Source: an optimization exercise on an open RTL-to-GDS flow (aim: a short achievable clock period and few clock cycles). Production flows keep margins and buffers that such runs may drop.
Function was checked by simulation only, so behaviour that the tests miss may differ from the original.
Power figures rest on the tool's default switching activity, not on a simulated workload.

== build 47 ==
// mips_cpu
module mips_cpu(rst,clk,imem_addr,imem_rdata,dmem_addr,dmem_wdata,dmem_we,dmem_rdata);
Size in the first run: roughly 160 I/O pins, ~0.076 mm2 of cells after synthesis.
export LEC_CHECK = 0
export ABC_CLOCK_PERIOD_IN_PS = 3000
export CAP_MARGIN = 20
export CORE_MARGIN = 2
export CORE_UTILIZATION = 40
export SLEW_MARGIN = 20
create_clock -name core_clock -period 12.0 [get_ports {clk}]
standard.sh (not shown) runs the stock make flow with config.mk's settings and CLKGATE_MAP_FILE= SYNTH_SCRIPT=/design/flow/synth_recipe.tcl, a recipe that flattens the netlist after the stock synthesis.
==> flow/flow/run.sh <==
#!/bin/bash
# Layout flow: the standard ORFS flow (standard.sh: the standard synthesis script,
# floorplan, power grid, placement, CTS and routing), with these changes in how the
# layout is made, none in what is measured (the SDC, clock period and I/O constraints
# are the design's own):
#  - the I/O port buffers are buf_8 cells rather than the delay buffer that
#    buffer_ports picks by itself;
#  - besides the platform's own don't-use cells, the slow cells with four
#    transistors in series (or4*, nor4*, a2111*, o2111*, o41*, a41*) and the ones with
#    three p-transistors in series (or3*, nor3*, o31*, o311*, o32*, a311*), listed in
#    flow/extra_dont_use.txt) are not used.
# Each ORFS step's full log is in orfs/logs/; make's own output is in flow_make.log.
set -euo pipefail
here=$(cd "$(dirname "$0")" && pwd)
plat=$(sed -n '/^export DONT_USE_CELLS/,/^#/p' "$FLOW_HOME/platforms/sky130hd/config.mk" \
       | grep -o 'sky130_fd_sc_hd__[a-z0-9_]*' | tr '\n' ' ')
extra=$(tr '\n' ' ' < "$here/extra_dont_use.txt")
bash standard.sh SETUP_SLACK_MARGIN=8.5 TNS_END_PERCENT=100 \
  "BUFFER_PORTS_ARGS=-buffer_cell sky130_fd_sc_hd__buf_8" \
  "DONT_USE_CELLS=$plat $extra" finish > flow_make.log 2>&1
Other scripts of this flow, unchanged in this note and not shown: flow/flow/extra_dont_use.txt
Testbench counts of build 47, summed over its fixed seeds: cycles 56,620.
Changes in build 11 relative to build 47:
--- a/flow/flow/run.sh
+++ b/flow/flow/run.sh
@@ -10,3 +10,5 @@
 #    three p-transistors in series (or3*, nor3*, o31*, o311*, o32*, a311*), listed in
-#    flow/extra_dont_use.txt) are not used.
+#    flow/extra_dont_use.txt) are not used;
+#  - after the global-route timing repair, flow/post_grt.tcl repairs the max slew and
+#    max capacitance violations that repair's moves may leave.
 # Each ORFS step's full log is in orfs/logs/; make's own output is in flow_make.log.
@@ -19,2 +21,2 @@
   "BUFFER_PORTS_ARGS=-buffer_cell sky130_fd_sc_hd__buf_8" \
-  "DONT_USE_CELLS=$plat $extra" finish > flow_make.log 2>&1
+  "DONT_USE_CELLS=$plat $extra" "POST_GLOBAL_ROUTE_TCL=$here/post_grt.tcl" finish > flow_make.log 2>&1
==> flow/flow/post_grt.tcl (new file) <==
# After the global-route timing repair: repair any max slew / max capacitance
# violations its moves (cloning, resizing) left, with global-route parasitics,
# then legalize and update the global routes of the changed nets.
log_cmd estimate_parasitics -global_routing
log_cmd global_route -start_incremental
repair_design_helper
log_cmd detailed_placement
log_cmd global_route -end_incremental
log_cmd estimate_parasitics -global_routing
--- a/flow/config.mk
+++ b/flow/config.mk
@@ -10,3 +10,4 @@
 export CORE_MARGIN = 2
-export CORE_UTILIZATION = 40
+export CORE_UTILIZATION = 50
+export PLACE_DENSITY = 0.6
 export SLEW_MARGIN = 20
Results
Build 11 finished every step from synthesis to the final layout, and the layout passed the timing, design-rule and antenna checks. Taking build 47 as the reference point, the count of clock-buffer cells in the layout of build 11 rises by 7. For the sequential power share, build 11 came in 1.1 points lower than build 47 did. Critical path class: in2reg -> build 47, reg2reg -> build 11. Compared with build 47, in build 11 total of plain and repair buffers excluding clock buffers fell 12%, total power rose about 3%, slew at the pin with the worst max-slew slack fell 0.011 ns, count of state elements after synthesis about even. On boundary pin count, build 11 tracks build 47 almost exactly.
--- input diff build 11..build 23 ---
--- a/flow/config.mk
+++ b/flow/config.mk
@@ -10,4 +10,5 @@
 export CORE_MARGIN = 2
-export CORE_UTILIZATION = 50
-export PLACE_DENSITY = 0.6
+export CORE_UTILIZATION = 40
+export GPL_ROUTABILITY_DRIVEN = 0
+export PLACE_DENSITY = 0.55
 export SLEW_MARGIN = 20
Findings:
[build 23] power per unit of standard cell area fell 6.6 mW/mm2 relative to build 11. Compared with build 11, build 23 instantiates a larger number of cells. Looking at setup slack, build 23 sits 0.075 ns above build 11. Re effective utilization at floorplan: build 23 is 9.8 points down on build 11. Die width (higher): build 23. Compared with build 11, build 23 is more frugal on power.
## Diff of input files: build 33 against build 23
--- a/flow/config.mk
+++ b/flow/config.mk
@@ -11,3 +11,2 @@
 export CORE_UTILIZATION = 40
-export GPL_ROUTABILITY_DRIVEN = 0
 export PLACE_DENSITY = 0.55
[summary]
- Relative to build 23, count of routing violations after the opening detailed-route iteration has gone down in build 33.
- When build 33 is measured against build 23, its global-route wire length before repair turns out about 1.7% lower.
- Summary of build 33 over build 23: worst hold slack rose by 0.0073 ns; detailed-router iteration count before antenna repair rose 2; shortest period the worst path allows has decreased; critical path depth saw a decrease.
- Compared with build 23, build 33 shows pin count of the biggest net entering global routing that has gone down by more than a quarter.
- There was hardly any difference in multi-input gate count between build 23 and build 33.
- In the metrics for build 33 and build 23, the one carrying the higher number of clock buffer instances in the layout is build 23.
The inputs of build 77 differ from those of build 33 as listed below.
--- a/flow/config.mk
+++ b/flow/config.mk
@@ -11,3 +11,2 @@
 export CORE_UTILIZATION = 40
-export PLACE_DENSITY = 0.55
 export SLEW_MARGIN = 20
--- outcome ---
Re combinational power: build 33 and build 77 aren't equal, and the lower value belongs to build 77.
Diff build 77..build 33 | hold slack | negligible
Relative to build 33, build 77 improves routed wire length.
Looking at global-route wire length before repair across both flows, build 77 is the stronger of the two, with build 33 trailing.
Re proportion of register bits with asynchronous set or reset after synthesis: no difference whatsoever between build 33 and build 77.
Delta (build 77 minus build 33): final net count saw a decrease, fmax saw a decrease, sequential power saw little to no change, biggest cell delay along the critical path saw an increase, clock power saw a decrease.

## separate check: timing with driven ports
Ports are ideal in the flow. The routed layouts listed here were re-timed in OpenROAD.
Step 1, drivers: a clkbuf_16 drives clk and a buf_2 each remaining input, both assumed.
Step 2, shift: input delay + t, output delay - t, t = (earliest + latest rising clock arrival at the registers) / 2. This alone moves slack from input paths to output paths.
Three values: ideal ports, drivers, drivers and shift; two values: the first two.
run | shift t [ns] | setup slack, ns | worst setup path at the end | slew at the worst register clock pin (ns)
build 47 | 0.917 | 8.009 / 8.047 / 7.130 | input to register | 0.07 / 0.07
build 11 | 0.897 | 7.987 / 7.987 / 7.131 | input to register | 0.07 / 0.07
build 23 | 0.931 | 8.062 / 8.091 / 7.176 | input to register | 0.08 / 0.08
build 33 | 0.911 | 8.078 / 8.089 / 7.208 | input to register | 0.08 / 0.08
build 77 | 0.917 | 8.009 / 8.047 / 7.130 | input to register | 0.07 / 0.07
After both steps every run listed still meets setup and hold. The setup slack of build 23, which loses most, moves by +0.029 ns with the drivers and by -0.886 ns with both steps.
